From an optimization exercise on the open Yosys and OpenROAD flow, aimed at small area and a short achievable clock period; shortcuts taken in it are not production practice.
Only simulation tests tie the RTL to the original design; equivalence was not proved.
No activity file was given, so power comes from the tool's default toggle rates.

==> flow/design.v <==
module NoC (
    input wire clk,
    input wire rst,
    input wire [3:0] in_west,
    input wire [3:0] in_south,
    input wire [3:0] in_east,
    input wire [3:0] in_north,
    input wire [1:0] west_sel,
    input wire [1:0] south_sel,
    input wire [1:0] east_sel,
    input wire [1:0] north_sel,
    input wire in_west_valid,
    input wire in_south_valid,
    input wire in_east_valid,
    input wire in_north_valid,
    input wire in_west_vc,
    input wire in_south_vc,
    input wire in_east_vc,
    input wire in_north_vc,
    output wire [3:0] out_west,
    output wire [3:0] out_south,
    output wire [3:0] out_east,
    output wire [3:0] out_north,
    output wire out_west_valid,
    output wire out_south_valid,
    output wire out_east_valid,
    output wire out_north_valid,
    output wire out_west_vc,
    output wire out_south_vc,
    output wire out_east_vc,
    output wire out_north_vc
);
    wire [3:0] s_in    [0:3];
    wire       s_valid [0:3];
    wire       s_vc    [0:3];
    wire [1:0] s_sel   [0:3];
    assign s_in[0] = in_west;  assign s_valid[0] = in_west_valid;  assign s_vc[0] = in_west_vc;  assign s_sel[0] = west_sel;
    assign s_in[1] = in_south; assign s_valid[1] = in_south_valid; assign s_vc[1] = in_south_vc; assign s_sel[1] = south_sel;
    assign s_in[2] = in_east;  assign s_valid[2] = in_east_valid;  assign s_vc[2] = in_east_vc;  assign s_sel[2] = east_sel;
    assign s_in[3] = in_north; assign s_valid[3] = in_north_valid; assign s_vc[3] = in_north_vc; assign s_sel[3] = north_sel;
    wire [63:0] de_data  [0:11];
    wire        de_valid [0:11];
    wire        de_vc    [0:11];
    wire [64:0] se_data  [0:11];
    wire        se_valid [0:11];
    wire        se_vc    [0:11];
    wire [3:0]  so_data  [0:11];
    wire        so_valid [0:11];
    wire        so_vc    [0:11];
    genvar e;
    generate
        for (e = 0; e < 12; e = e + 1) begin : edge_port
            Deserializer des (
                .clk(clk), .rst(rst),
                .data_in(s_in[e/3]), .valid_in(s_valid[e/3] && s_sel[e/3] == (e%3)), .vc_in(s_vc[e/3]),
                .data_out(de_data[e]), .valid_out(de_valid[e]), .vc_out(de_vc[e])
            );
            Serializer ser (
                .clk(clk), .rst(rst),
                .data_in(se_data[e][63:0]), .valid_in(se_valid[e]), .vc_in(se_vc[e]),
                .data_out(so_data[e]), .valid_out(so_valid[e]), .vc_out(so_vc[e])
            );
        end
    endgenerate
    wire [3:0] o_data  [0:3];
    wire       o_valid [0:3];
    wire       o_vc    [0:3];
    genvar s;
    generate
        for (s = 0; s < 4; s = s + 1) begin : side_out
            assign o_data[s]  = (s_sel[s] == 2'd0) ? so_data[s*3]  : (s_sel[s] == 2'd1) ? so_data[s*3+1]  :
                                (s_sel[s] == 2'd2) ? so_data[s*3+2]  : 4'b0;
            assign o_valid[s] = (s_sel[s] == 2'd0) ? so_valid[s*3] : (s_sel[s] == 2'd1) ? so_valid[s*3+1] :
                                (s_sel[s] == 2'd2) ? so_valid[s*3+2] : 1'b0;
            assign o_vc[s]    = (s_sel[s] == 2'd0) ? so_vc[s*3]    : (s_sel[s] == 2'd1) ? so_vc[s*3+1]    :
                                (s_sel[s] == 2'd2) ? so_vc[s*3+2]    : 1'b0;
        end
    endgenerate
    assign out_west  = o_data[0]; assign out_west_valid  = o_valid[0]; assign out_west_vc  = o_vc[0];
    assign out_south = o_data[1]; assign out_south_valid = o_valid[1]; assign out_south_vc = o_vc[1];
    assign out_east  = o_data[2]; assign out_east_valid  = o_valid[2]; assign out_east_vc  = o_vc[2];
    assign out_north = o_data[3]; assign out_north_valid = o_valid[3]; assign out_north_vc = o_vc[3];
    reg [2:0] lcred;
    always @(posedge clk or posedge rst) begin
        if (rst) lcred <= 3'd4;
        else lcred <= lcred + 3'd1;
    end
    wire lavail = (lcred != 3'd0);
    wire [259:0] r_in_data   [0:8];
    wire [3:0]   r_in_valid  [0:8];
    wire [3:0]   r_in_vc     [0:8];
    wire [7:0]   r_cred_in   [0:8];
    wire [259:0] r_out_data  [0:8];
    wire [3:0]   r_out_valid [0:8];
    wire [3:0]   r_out_vc    [0:8];
    wire [7:0]   r_cred_out  [0:8];
    genvar x, y;
    generate
        for (x = 1; x <= 3; x = x + 1) begin : col
            for (y = 1; y <= 3; y = y + 1) begin : row
                localparam integer R = (x-1)*3 + (y-1);
                Router #(.X(x), .Y(y)) router (
                    .clk(clk), .rst(rst),
                    .in_data(r_in_data[R]), .in_valid(r_in_valid[R]), .in_vc(r_in_vc[R]),
                    .cred_in(r_cred_in[R]), .lavail(lavail),
                    .out_data(r_out_data[R]), .out_valid(r_out_valid[R]), .out_vc(r_out_vc[R]),
                    .cred_out(r_cred_out[R])
                );
                if (y < 3) begin : n_in
                    assign r_in_data[R][0*65 +: 65] = r_out_data[R+1][2*65 +: 65];
                    assign r_in_valid[R][0] = r_out_valid[R+1][2];
                    assign r_in_vc[R][0]    = r_out_vc[R+1][2];
                    assign r_cred_in[R][1:0] = r_cred_out[R+1][5:4];
                end else begin : n_edge
                    assign r_in_data[R][0*65 +: 65] = {|de_data[9+x-1], de_data[9+x-1]};
                    assign r_in_valid[R][0] = de_valid[9+x-1];
                    assign r_in_vc[R][0]    = de_vc[9+x-1];
                    assign r_cred_in[R][1:0] = 2'b11;
                    assign se_data[9+x-1]  = r_out_data[R][0*65 +: 65];
                    assign se_valid[9+x-1] = r_out_valid[R][0];
                    assign se_vc[9+x-1]    = r_out_vc[R][0];
                end
                if (x < 3) begin : e_in
                    assign r_in_data[R][1*65 +: 65] = r_out_data[R+3][3*65 +: 65];
                    assign r_in_valid[R][1] = r_out_valid[R+3][3];
                    assign r_in_vc[R][1]    = r_out_vc[R+3][3];
                    assign r_cred_in[R][3:2] = r_cred_out[R+3][7:6];
                end else begin : e_edge
                    assign r_in_data[R][1*65 +: 65] = {|de_data[6+y-1], de_data[6+y-1]};
                    assign r_in_valid[R][1] = de_valid[6+y-1];
                    assign r_in_vc[R][1]    = de_vc[6+y-1];
                    assign r_cred_in[R][3:2] = 2'b11;
                    assign se_data[6+y-1]  = r_out_data[R][1*65 +: 65];
                    assign se_valid[6+y-1] = r_out_valid[R][1];
                    assign se_vc[6+y-1]    = r_out_vc[R][1];
                end
                if (y > 1) begin : s_in
                    assign r_in_data[R][2*65 +: 65] = r_out_data[R-1][0*65 +: 65];
                    assign r_in_valid[R][2] = r_out_valid[R-1][0];
                    assign r_in_vc[R][2]    = r_out_vc[R-1][0];
                    assign r_cred_in[R][5:4] = r_cred_out[R-1][1:0];
                end else begin : s_edge
                    assign r_in_data[R][2*65 +: 65] = {|de_data[3+x-1], de_data[3+x-1]};
                    assign r_in_valid[R][2] = de_valid[3+x-1];
                    assign r_in_vc[R][2]    = de_vc[3+x-1];
                    assign r_cred_in[R][5:4] = 2'b11;
                    assign se_data[3+x-1]  = r_out_data[R][2*65 +: 65];
                    assign se_valid[3+x-1] = r_out_valid[R][2];
                    assign se_vc[3+x-1]    = r_out_vc[R][2];
                end
                if (x > 1) begin : w_in
                    assign r_in_data[R][3*65 +: 65] = r_out_data[R-3][1*65 +: 65];
                    assign r_in_valid[R][3] = r_out_valid[R-3][1];
                    assign r_in_vc[R][3]    = r_out_vc[R-3][1];
                    assign r_cred_in[R][7:6] = r_cred_out[R-3][3:2];
                end else begin : w_edge
                    assign r_in_data[R][3*65 +: 65] = {|de_data[0+y-1], de_data[0+y-1]};
                    assign r_in_valid[R][3] = de_valid[0+y-1];
                    assign r_in_vc[R][3]    = de_vc[0+y-1];
                    assign r_cred_in[R][7:6] = 2'b11;
                    assign se_data[0+y-1]  = r_out_data[R][3*65 +: 65];
                    assign se_valid[0+y-1] = r_out_valid[R][3];
                    assign se_vc[0+y-1]    = r_out_vc[R][3];
                end
            end
        end
    endgenerate
endmodule
module Router #(
    parameter X = 1,
    parameter Y = 1
) (
    input  wire         clk,
    input  wire         rst,
    input  wire [259:0] in_data,     
    input  wire [3:0]   in_valid,
    input  wire [3:0]   in_vc,
    input  wire [7:0]   cred_in,     
    input  wire         lavail,      
    output wire [259:0] out_data,
    output wire [3:0]   out_valid,
    output wire [3:0]   out_vc,
    output wire [7:0]   cred_out     
);
    wire [15:0] rc_hdr [0:3];
    wire [64:0] cbs    [0:3];
    wire [3:0]  rc_nz, rc_valid, rc_vc, req, sa_vc, cgrant;
    wire [1:0]  vgrant [0:3];
    genvar p;
    generate
        for (p = 0; p < 4; p = p + 1) begin : ib
            Buffer buffer (
                .clk(clk), .rst(rst),
                .din(in_data[p*65 +: 65]), .dvalid(in_valid[p]), .dvc(in_vc[p]),
                .vgrant(vgrant[p]), .cgrant(cgrant[p]),
                .notfull(cred_out[2*p +: 2]),
                .rc_hdr(rc_hdr[p]), .rc_nz(rc_nz[p]), .rc_valid(rc_valid[p]), .rc_vc(rc_vc[p]),
                .req(req[p]), .sa_vc(sa_vc[p]), .cbs(cbs[p])
            );
        end
    endgenerate
    reg  [2:0] cred [0:7];
    wire [9:0] av;
    genvar d;
    generate
        for (d = 0; d < 8; d = d + 1) begin : cr
            assign av[d] = (cred[d] != 3'd0);
        end
    endgenerate
    assign av[9:8] = {lavail, lavail};
    function [5:0] rcomp;
        input [2:0] dy, dx;
        input [9:0] a;
        reg lx, gx, ly, gy, ey, aw;
        reg [4:0] oh;
        reg [1:0] pa;
        begin
            lx = dx < X; gx = dx > X;
            ly = dy < Y; gy = dy > Y; ey = (dy == Y);
            aw = a[6] | a[7];
            oh[3] = lx & (aw | ey);
            oh[0] = gy & ~(lx & aw);
            oh[2] = ly & ~(lx & aw);
            oh[1] = gx & ey;
            oh[4] = ~lx & ~gx & ey;
            pa = ({2{oh[0]}} & a[1:0]) | ({2{oh[1]}} & a[3:2]) | ({2{oh[2]}} & a[5:4]) |
                 ({2{oh[3]}} & a[7:6]) | ({2{oh[4]}} & a[9:8]);
            rcomp = {oh, ~pa[0] & pa[1]};
        end
    endfunction
    function [2:0] enc5;
        input [4:0] oh;
        begin
            enc5 = {oh[4], oh[3] | oh[2], oh[3] | oh[1]};
        end
    endfunction
    reg  [31:0] tbl;             
    wire [5:0]  comp  [0:3];
    wire [4:0]  poh   [0:3];     
    wire [3:0]  rvc;
    wire [3:0]  is_head;
    wire [3:0]  tent  [0:3];
    generate
        for (p = 0; p < 4; p = p + 1) begin : rc
            assign is_head[p] = (rc_hdr[p][9:7] == 3'b000);
            assign comp[p]  = rcomp(rc_hdr[p][15:13], rc_hdr[p][12:10], av);
            assign tent[p]  = tbl[rc_hdr[p][2:0]*4 +: 4];
            assign poh[p]   = is_head[p] ? comp[p][5:1] :
                              {tent[p][3:1] == 3'd4, tent[p][3:1] == 3'd3, tent[p][3:1] == 3'd2,
                               tent[p][3:1] == 3'd1, tent[p][3:1] == 3'd0};
            assign rvc[p]   = is_head[p] ? comp[p][0] : tent[p][0];
        end
    endgenerate
    integer k;
    always @(posedge clk or posedge rst) begin
        if (rst) tbl <= 32'b0;
        else begin
            for (k = 0; k < 4; k = k + 1)
                if (is_head[k] && rc_nz[k]) tbl[rc_hdr[k][2:0]*4 +: 4] <= {enc5(comp[k][5:1]), comp[k][0]};
        end
    end
    function [3:0] rr;
        input [3:0] l;       
        input [3:0] r;
        integer i;
        begin
            for (i = 0; i < 4; i = i + 1)
                rr[i] = r[i] & (l[(i+3)%4] |
                                (l[(i+2)%4] & ~r[(i+3)%4]) |
                                (l[(i+1)%4] & ~r[(i+2)%4] & ~r[(i+3)%4]) |
                                (l[i] & ~r[(i+1)%4] & ~r[(i+2)%4] & ~r[(i+3)%4]));
        end
    endfunction
    function [1:0] enc4;
        input [3:0] oh;
        begin
            enc4 = {oh[3] | oh[2], oh[3] | oh[1]};
        end
    endfunction
    reg  [1:0] vlast [0:4];      
    wire [3:0] vwin  [0:4];
    wire [3:0] vwon;
    wire [3:0] g;
    genvar o;
    generate
        for (o = 0; o < 5; o = o + 1) begin : va
            wire [3:0] r;
            for (p = 0; p < 4; p = p + 1) begin : rq
                assign r[p] = rc_valid[p] & poh[p][o];
            end
            assign vwin[o] = rr(4'b0001 << vlast[o], r);
        end
        for (p = 0; p < 4; p = p + 1) begin : vg
            assign vwon[p] = vwin[0][p] | vwin[1][p] | vwin[2][p] | vwin[3][p] | vwin[4][p];
            assign g[p] = vwon[p] & |(poh[p] & (rvc[p] ? {av[9], av[7], av[5], av[3], av[1]} : {av[8], av[6], av[4], av[2], av[0]}));
            wire gv = req[p] ? sa_vc[p] : rc_vc[p];
            assign vgrant[p] = g[p] ? (gv ? 2'b10 : 2'b01) : 2'b00;
        end
    endgenerate
    always @(posedge clk or posedge rst) begin
        if (rst) begin
            for (k = 0; k < 5; k = k + 1) vlast[k] <= 2'd0;
            for (k = 0; k < 8; k = k + 1) cred[k] <= 3'd4;
        end else begin
            for (k = 0; k < 5; k = k + 1)
                if ((vwin[k] & g) != 4'b0) vlast[k] <= enc4(vwin[k]);
            for (k = 0; k < 8; k = k + 1)
                cred[k] <= cred[k] + {2'b0, cred_in[k]} - {2'b0, vgrant[k/2][k%2]};
        end
    end
    reg  [1:0] clast [0:4];      
    reg  [4:0] lk;
    reg  [6:0] lid   [0:4];
    wire [3:0] cwin  [0:4];
    wire [4:0] cany;             
    wire [2:0] wtype [0:4];
    wire [6:0] wid   [0:4];
    generate
        for (o = 0; o < 5; o = o + 1) begin : sa
            wire [3:0] r;
            for (p = 0; p < 4; p = p + 1) begin : rq
                assign r[p] = req[p] & poh[p][o] &
                              (!lk[o] || cbs[p][54:48] == lid[o]);
            end
            assign cwin[o] = rr(4'b0001 << clast[o], r);
            assign cany[o] = r != 4'b0;
            assign wtype[o] = ({3{cwin[o][0]}} & cbs[0][57:55]) | ({3{cwin[o][1]}} & cbs[1][57:55]) |
                              ({3{cwin[o][2]}} & cbs[2][57:55]) | ({3{cwin[o][3]}} & cbs[3][57:55]);
            assign wid[o]   = ({7{cwin[o][0]}} & cbs[0][54:48]) | ({7{cwin[o][1]}} & cbs[1][54:48]) |
                              ({7{cwin[o][2]}} & cbs[2][54:48]) | ({7{cwin[o][3]}} & cbs[3][54:48]);
        end
        for (p = 0; p < 4; p = p + 1) begin : sg
            assign cgrant[p] = cwin[0][p] | cwin[1][p] | cwin[2][p] | cwin[3][p] | cwin[4][p];
        end
        for (o = 0; o < 4; o = o + 1) begin : xb
            assign out_data[o*65 +: 65] = ({65{cwin[o][0]}} & cbs[0]) | ({65{cwin[o][1]}} & cbs[1]) |
                                          ({65{cwin[o][2]}} & cbs[2]) | ({65{cwin[o][3]}} & cbs[3]);
            assign out_valid[o] = cany[o];
            assign out_vc[o]    = (cwin[o] & sa_vc) != 4'b0;
        end
    endgenerate
    always @(posedge clk or posedge rst) begin
        if (rst) begin
            lk <= 5'b0;
            for (k = 0; k < 5; k = k + 1) clast[k] <= 2'd0;
        end else begin
            for (k = 0; k < 5; k = k + 1) begin
                if (cany[k]) begin
                    clast[k] <= enc4(cwin[k]);
                    if (!lk[k]) begin
                        if (wtype[k] == 3'b000) lk[k] <= 1'b1;
                    end else if (wtype[k] == 3'b010) begin
                        lk[k] <= 1'b0;
                    end
                end
            end
        end
    end
    always @(posedge clk) begin
        for (k = 0; k < 5; k = k + 1)
            if (cany[k] && !lk[k] && wtype[k] == 3'b000) lid[k] <= wid[k];
    end
endmodule
module Buffer (
    input  wire        clk,
    input  wire        rst,
    input  wire [64:0] din,
    input  wire        dvalid,
    input  wire        dvc,
    input  wire [1:0]  vgrant,     
    input  wire        cgrant,     
    output wire [1:0]  notfull,
    output wire [15:0] rc_hdr,     
    output wire        rc_nz,      
    output wire        rc_valid,
    output wire        rc_vc,
    output wire        req,        
    output wire        sa_vc,
    output wire [64:0] cbs
);
    wire [16:0] dh = {din[64], din[63:48]};
    wire [47:0] dp = din[47:0];
    reg [16:0] H0 [0:3];
    reg [16:0] H1 [0:3];
    reg [47:0] P0 [0:3];
    reg [47:0] P1 [0:3];
    reg [3:0] t0, t1;           
    reg [3:0] hp0, tp0, hp1, tp1;   
    reg last, gr0, gr1, cl0, cl1;
    wire ne0 = t0[0];
    wire ne1 = t1[0];
    assign notfull = {~t1[3], ~t0[3]};
    wire a0 = gr0 & ne0;
    wire a1 = gr1 & ne1;
    wire s0 = ne0 & (~ne1 | last);
    assign rc_hdr   = s0 ? H0[0][15:0] : H1[0][15:0];
    assign rc_nz    = s0 ? H0[0][16] : (ne1 & H1[0][16]);
    assign rc_valid = ne0 | ne1;
    assign rc_vc    = ~s0;
    assign req      = a0 | a1;
    assign sa_vc    = ~a0;
    wire [3:0] ps0 = hp0 & {4{a0}};
    wire [3:0] ps1 = hp1 & {4{~a0}};
    wire [47:0] pay = ({48{ps0[0]}} & P0[0]) | ({48{ps0[1]}} & P0[1]) |
                      ({48{ps0[2]}} & P0[2]) | ({48{ps0[3]}} & P0[3]) |
                      ({48{ps1[0]}} & P1[0]) | ({48{ps1[1]}} & P1[1]) |
                      ({48{ps1[2]}} & P1[2]) | ({48{ps1[3]}} & P1[3]);
    wire [16:0] hh = a0 ? H0[0] : H1[0];
    assign cbs = {hh, pay};
    wire dq0 = cgrant & a0;
    wire dq1 = cgrant & a1;
    wire eq0 = dvalid & ~dvc & ~t0[3];
    wire eq1 = dvalid &  dvc & ~t1[3];
    wire [3:0] sh0, ld0, sh1, ld1;
    genvar g;
    generate
        for (g = 0; g < 4; g = g + 1) begin : hq
            if (g < 3) begin : mid
                assign sh0[g] = dq0 & t0[g+1];
                assign sh1[g] = dq1 & t1[g+1];
            end else begin : top
                assign sh0[g] = 1'b0;
                assign sh1[g] = 1'b0;
            end
            if (g > 0) begin : up
                assign ld0[g] = ~sh0[g] & ((dq0 & t0[g]) | (eq0 & ~t0[g] & t0[g-1]));
                assign ld1[g] = ~sh1[g] & ((dq1 & t1[g]) | (eq1 & ~t1[g] & t1[g-1]));
            end else begin : bot
                assign ld0[g] = ~sh0[g] & ((dq0 & t0[g]) | (eq0 & ~t0[g]));
                assign ld1[g] = ~sh1[g] & ((dq1 & t1[g]) | (eq1 & ~t1[g]));
            end
        end
    endgenerate
    integer i;
    always @(posedge clk) begin
        for (i = 0; i < 4; i = i + 1) begin
            H0[i] <= ({17{sh0[i]}} & H0[i < 3 ? i + 1 : 3]) | ({17{ld0[i]}} & dh) |
                     ({17{~sh0[i] & ~ld0[i]}} & H0[i]);
            H1[i] <= ({17{sh1[i]}} & H1[i < 3 ? i + 1 : 3]) | ({17{ld1[i]}} & dh) |
                     ({17{~sh1[i] & ~ld1[i]}} & H1[i]);
            if (eq0 && tp0[i]) P0[i] <= dp;
            if (eq1 && tp1[i]) P1[i] <= dp;
        end
    end
    always @(posedge clk or posedge rst) begin
        if (rst) begin
            t0 <= 4'b0; t1 <= 4'b0;
            hp0 <= 4'b0001; tp0 <= 4'b0001; hp1 <= 4'b0001; tp1 <= 4'b0001;
            last <= 1'b0;
            gr0 <= 1'b0; gr1 <= 1'b0; cl0 <= 1'b0; cl1 <= 1'b0;
        end else begin
            case ({eq0, dq0})
                2'b10: t0 <= {t0[2:0], 1'b1};
                2'b01: t0 <= {1'b0, t0[3:1]};
                default: ;
            endcase
            case ({eq1, dq1})
                2'b10: t1 <= {t1[2:0], 1'b1};
                2'b01: t1 <= {1'b0, t1[3:1]};
                default: ;
            endcase
            if (eq0) tp0 <= {tp0[2:0], tp0[3]};
            if (dq0) hp0 <= {hp0[2:0], hp0[3]};
            if (eq1) tp1 <= {tp1[2:0], tp1[3]};
            if (dq1) hp1 <= {hp1[2:0], hp1[3]};
            gr0 <= vgrant[0] | (gr0 & ~cl0);
            cl0 <= ~vgrant[0] & dq0 & (H0[0][9:7] == 3'b010);
            gr1 <= vgrant[1] | (gr1 & ~cl1);
            cl1 <= ~vgrant[1] & dq1 & (H1[0][9:7] == 3'b010);
            if (cgrant) last <= sa_vc;
        end
    end
endmodule
module Serializer (
    input  wire        clk,
    input  wire        rst,
    input  wire [63:0] data_in,
    input  wire        valid_in,
    input  wire        vc_in,
    output reg  [3:0]  data_out,
    output reg         valid_out,
    output reg         vc_out
);
    reg [63:0] s [0:4];
    reg [4:0]  vcs;
    reg [2:0]  hb, tb;           
    wire [2:0] xb = (hb == 3'd0) ? 3'd4 : hb - 3'd1;    
    wire [4:0] hd = 5'b00001 << hb;
    wire [4:0] tl = 5'b00001 << tb;
    wire [4:0] tx = 5'b00001 << xb;
    reg [3:0]  count;
    wire sending = (count != 4'd0);
    wire empty = (tb == hb);
    wire full  = (tb == xb);
    wire do_enq = valid_in && !full;
    wire do_deq = !sending && !empty;
    integer i;
    always @(posedge clk) begin
        for (i = 0; i < 5; i = i + 1)
            if (do_enq && tl[i]) begin
                s[i]   <= data_in;
                vcs[i] <= vc_in;
            end
    end
    reg  [63:0] cur;
    reg         nvc;
    always @(*) begin
        cur = 64'b0;
        nvc = 1'b0;
        for (i = 0; i < 5; i = i + 1) begin
            cur = cur | ({64{hd[i] & do_deq | tx[i] & ~do_deq}} & s[i]);
            nvc = nvc | (hd[i] & vcs[i]);
        end
    end
    wire [3:0] nib = cur[count*4 +: 4];
    always @(posedge clk or posedge rst) begin
        if (rst) begin
            hb <= 3'd0; tb <= 3'd0;
            count <= 4'd0;
            data_out <= 4'b0; valid_out <= 1'b0; vc_out <= 1'b0;
        end else begin
            valid_out <= do_deq || sending;
            if (do_deq || sending) data_out <= nib;
            if (do_deq) begin
                hb <= (hb == 3'd4) ? 3'd0 : hb + 3'd1;
                vc_out <= nvc;
                count <= 4'd1;
            end else if (sending) begin
                count <= count + 4'd1;
            end
            if (do_enq) tb <= (tb == 3'd4) ? 3'd0 : tb + 3'd1;
        end
    end
endmodule
module Deserializer (
    input  wire        clk,
    input  wire        rst,
    input  wire [3:0]  data_in,
    input  wire        valid_in,
    input  wire        vc_in,
    output reg  [63:0] data_out,
    output reg         valid_out,
    output reg         vc_out
);
    reg [3:0] count;
    always @(posedge clk or posedge rst) begin
        if (rst) begin
            data_out  <= 64'b0;
            count     <= 4'b0;
            valid_out <= 1'b0;
            vc_out    <= 1'b0;
        end else begin
            valid_out <= valid_in && (count == 4'd15);
            if (valid_in) data_out[count*4 +: 4] <= data_in;
            if (valid_in && count == 4'd0) vc_out <= vc_in;
            if (valid_in || count != 4'd0) count <= count + 4'd1;
        end
    end
endmodule
==> flow/flow/run.sh <==
#!/bin/bash
# The standard ORFS layout (the standard.sh, standard synthesis included),
# with timing repair aimed at a 6.5 ns setup margin instead of the default and
# allowed to resize cells to other footprints: the design's paths are far
# shorter than the 12 ns clock, and the default repair stops long before they
# are as fast as they can be made.
set -euo pipefail
bash standard.sh SETUP_SLACK_MARGIN=6.5 MATCH_CELL_FOOTPRINT=0 finish > standard_flow.log 2>&1
==> flow/standard.sh <==
#!/bin/bash
# synth_recipe.tcl (not shown) runs the flow's synth.tcl, then flattens the netlist and writes it again
# the make line also repeats each setting of config.mk as NAME=value (left out here)
make -C /OpenROAD-flow-scripts/flow DESIGN_CONFIG=/design/flow/config.mk WORK_HOME=/design/flow/orfs CLKGATE_MAP_FILE= SYNTH_SCRIPT=/design/flow/synth_recipe.tcl "${@:-finish}"
==> flow/config.mk <==
export PLATFORM = sky130hd
export DESIGN_NAME = NoC
export DESIGN_NICKNAME = NoC
export VERILOG_FILES = /design/flow/design.v
export SDC_FILE = /design/flow/constraint.sdc
export NUM_CORES = 8
export LEC_CHECK = 0
export CAP_MARGIN = 30
export CORE_MARGIN = 2
export CORE_UTILIZATION = 40
export CTS_CLUSTER_DIAMETER = 100
export CTS_CLUSTER_SIZE = 20
export PLACE_DENSITY = 0.5
export SLEW_MARGIN = 30
==> flow/constraint.sdc <==
create_clock -name core_clock -period 12.0 [get_ports {clk}]
set_input_delay 2.4000 -clock core_clock [delete_from_list [all_inputs] [get_ports {clk}]]
set_output_delay 2.4000 -clock core_clock [all_outputs]
set_load 0.01 [all_outputs]
==> impl_results.md <==
- Run status: no timing/DRC/antenna violations
- Sequential share of the synthesized area: 66.4%
- Core Area: 2,720,000 µm²
- Pre-CTS WS: 4.02 ns
- Max VDD drop: 0.000273 V
- # H-tree levels: 7
- First-pass GRT wire length: 6150 mm
- 1st-iter DRT viols: 121k
- Largest family of logic cells by synthesized area: compound AO/OA/AOI/OAI gates
- Vias: 785k
- Routed len/inst: 37.8 µm
- # rows: 606
- Fmax: 0.177 GHz
- Detailed Place HPWL: 3100 mm
- Simple-gate share of the synthesized area: 7.61%
- Post-CTS Hold Buffers: 0
- Cell taking the most area after synthesis: edfxtp_1
- Crit share post-route: 47.2%
- Ys Warns: 90
- Final Total Pwr: 266 mW
- Compound-gate portion of the synthesized area: 18.5%
- Worst clock skew: 0.123 ns
- Max-Cap Viols: 0
- Normalized max-slew margin: 15.9%
- Via density per instance: 6.53
- Commonest non-fill, non-tap cell in the layout: edfxtp_1
- Port Buf Inserts: 57
- Die width: 1.65 mm
- IO Count: 58
- Final Hold Fails: 0
- Leakage: 394 nW
- Yosys top cell area share: 53.1%
- Global route overflow: 0
- Largest net degree at the start of global routing: 137
- Synth Flop Type: edfxtp_1
- Min Clock Period, post-route: 5.66 ns
- Post-synth EDFFs: 19.3k
- Initial Util: 40.0%
- Routability cong.: 1.01
- CP required: 9.60 ns
- WHS: 0.403 ns
- CP Launch Type: primary input
- DRC viols: 0
- Area delta synth->final: 11.1%
- Crit path kind: in2out
- Worst-path clk slew: 0.09 ns
- CP Max Fanout: 4
- Commonest cells after routing, fill and taps aside: edfxtp_1, a22oi_1, nand2_1
- Synth top area cells: edfxtp_1, dfxtp_1, a22oi_1
- Clock Tree Root: clkbuf_16
- TritonCTS clock tree: yes
- Clock latency (worst-skew pair): 1.84 ns
- Initial antenna violation count: 309
- Actual slew at the worst max-slew pin: 1.25 ns
- Full die area: 2,730,000 µm²
- Worst hold path type: reg2reg
- Fin nets: 83.4k
- Vias in the first global route: 727k
- CP endpoint kind: output port
- Share of synthesized registers carrying an async set or reset: 10.9%
- CTS Buffer Depth: 6
- Post-Synth XOR/XNOR Area: 1.12%
- TNS Setup: 0 ns
- Fin. max-slew vios: 0
- RSZ-0062 raised after global routing: yes
- Synth cell types: 155
- Die height: 1.65 mm
- CTS Buf Count: 1,496
- Final WS setup: 6.34 ns
- Inst Count DP: 116k
- DRT Pass-1 Iters: 17
- Worst EP arrival: 3.26 ns
- Final WL: 4540 mm
- Total global-route track usage: 31.7%
- Avg Cell Area, Syn: 13.1 µm²
- Final non-filler cell total: 120k
- Clk sinks: 25.7k
- Flops & latches, synth: 25.7k
- Mapped Nets: 83.6k
- Layout cell share with drive strength beyond 1: 12.9%
- Routed Antenna Nets: 0
- Post-Syn Area: 1,090,000 µm²
- Post-Synth Adder-Cell Area: 0.892%
- Setup-failing EPs final: 0
- Mux cell area share after synthesis: 2.50%
- Synth Instances: 82.8k
- Power density over the cells: 220 nW/µm²
[metal layers]
metal	wire (µm)	share of wire, %	global-route usage [%]	vias up
met4	281000	6.2	15.8	78
met3	444000	9.8	7.05	7594
met1	1850000	41	43.8	407000
met5	659	0.015	0.0208	-
met2	1960000	43	47.0	41600
li1	-	-	-	329000
[registers in the layout, summed over array words and instances (netlist names), 60 cells and up, named ones only]
register	count
col.row.router.clast	90
col.row.router.cred	216
col.row.router.ib.buffer.H0	1836
col.row.router.ib.buffer.H1	1836
col.row.router.ib.buffer.P0	6912
col.row.router.ib.buffer.P1	6912
col.row.router.ib.buffer.hp0	144
col.row.router.ib.buffer.hp1	144
col.row.router.ib.buffer.t0	144
col.row.router.ib.buffer.t1	144
col.row.router.ib.buffer.tp0	144
col.row.router.ib.buffer.tp1	144
col.row.router.lid	315
col.row.router.tbl	288
col.row.router.vlast	90
edge_port.des.data_out	768
edge_port.ser.s	3840
edge_port.ser.vcs	60
[cell type report]
| type | count | area, µm² |
|---|---|---|
| Timing Repair inverter | 4 | 25.0 |
| Inverter | 2641 | 10100 |
| Clock buffer | 2524 | 41600 |
| Fill cell | 246000 | 1510000 |
| Multi-Input combinational cell | 48700 | 350000 |
| Sequential cell | 25700 | 723000 |
| Timing Repair Buffer | 3980 | 35600 |
| Tap cell | 36200 | 45300 |
| Clock inverter | 200 | 3410 |
| Antenna cell | 149 | 373 |
[power breakdown]
part           switching, mW  internal [mW]
combinational           64.5           29.7
clock                   31.0           24.4
sequential              11.5            105
[timing repair]
item                                     CTS  global route
endpoints found under the hold margin      0             0
setup endpoints to repair              33000         18300
pin swaps                                219           135
buffers inserted                         409           262
gates cloned                              43            14
resized for setup                       2695           913
[synthesized netlist by cell type (all sizes together) (192+ instances only)]
| master | instances |
|---|---|
| edfxtp | 19300 |
| a22oi | 8793 |
| nand2 | 6387 |
| o21ai | 4851 |
| clkbuf | 4415 |
| dfxtp | 3672 |
| nor2 | 2667 |
| dfrtp | 2591 |
| inv | 2587 |
| a222oi | 2339 |
| a21oi | 1972 |
| nand4 | 1788 |
| mux2i | 1383 |
| buf | 1352 |
| a21o | 1206 |
| o22ai | 1158 |
| a22o | 1152 |
| a221oi | 998 |
| nand3 | 994 |
| xnor2 | 958 |
| a221o | 865 |
| mux2 | 863 |
| and3 | 860 |
| and2 | 854 |
| nor3 | 732 |
| ha | 699 |
| nand2b | 604 |
| o221ai | 563 |
| xor2 | 438 |
| a211oi | 418 |
| nor4 | 400 |
| nor2b | 371 |
| a31oi | 360 |
| and4 | 346 |
| o211ai | 257 |
| a32oi | 241 |
| or2 | 241 |
| dfstp | 217 |
| o31ai | 192 |
[metrics by stage]
stage | utilization, % | area [µm²]
global placement | 41.9 | 1140000
floorplan | - | 1090000
detailed placement | 42.0 | 1140000
CTS | 44.2 | 1200000
global route | 44.5 | 1210000
finish | 44.5 | 1210000
[critical path, stage by stage]
cell	delay, ns
buf_16	0.12
nor2b_4	0.17
buf_6	0.12
buf_6	0.09
buf_6	0.09
nand2_4	0.05
o21ai_4	0.08
buf_6	0.12
[worst paths after layout]
| kind | from | to | slack (ns) | cells after the start |
|---|---|---|---|---|
| setup reg to reg | col[2].row[1].router.ib[0].buffer.t0[0] | col[1].row[1].router.ib[1].buffer.P0[3][26] | 6.39 | 15 |
| max in group asynchronous | rst | edge_port[9].ser.data_out[0] | 8.12 | 5 |
| hold / removal | register | col[1].row[2].router.ib[3].buffer.H1[2][4] | 0.40 | 2 |
| min in group asynchronous | rst | edge_port[6].des.data_out[16] | 0.93 | 2 |
| setup / recovery | west_sel[0] | out_west[1] | 6.34 | 8 |
| hold reg to reg | register | col[1].row[2].router.ib[3].buffer.H1[2][4] | 0.40 | 2 |
[cells by family (layout without fill, tap and decap cells)]
group | count (synthesis) | in the layout
XOR/XNOR | 1396 | 1396
adder cells (fa/ha/maj) | 747 | 747
other | 0 | 149
AO/OA/AOI/OAI | 27300 | 27300
buffers and inverters | 8408 | 9349
AND/OR/NAND/NOR | 16900 | 16900
flip-flops | 25700 | 25700
multiplexers | 2404 | 2404

afterwards: timing with drivers on the ports:
The results above use ideal ports. As a check the final layout listed here was re-extracted and re-timed, cells and wires unchanged. Step 1 assumes that a clkbuf_16 drives the clock port and a buf_2 every other input. Step 2 adds t to the input delays and takes it off the output delays; t is the mean of the earliest and latest rising clock arrival at the registers after step 1. Input paths then give back, and output paths get back, about the clock's delay inside the block. Slacks: ideal / step 1 / step 2; pairs: ideal / step 1.
shift t [ns]: 1.932
setup slack, ns: 6.338 / 6.232 / 6.232
hold WS [ns]: 0.403 / 0.403 / 0.403
worst setup path at the end: input to output
After both steps setup and hold are still met in this run. For this run, drivers alone change the setup slack by -0.106 ns; drivers and shift together by -0.106 ns.
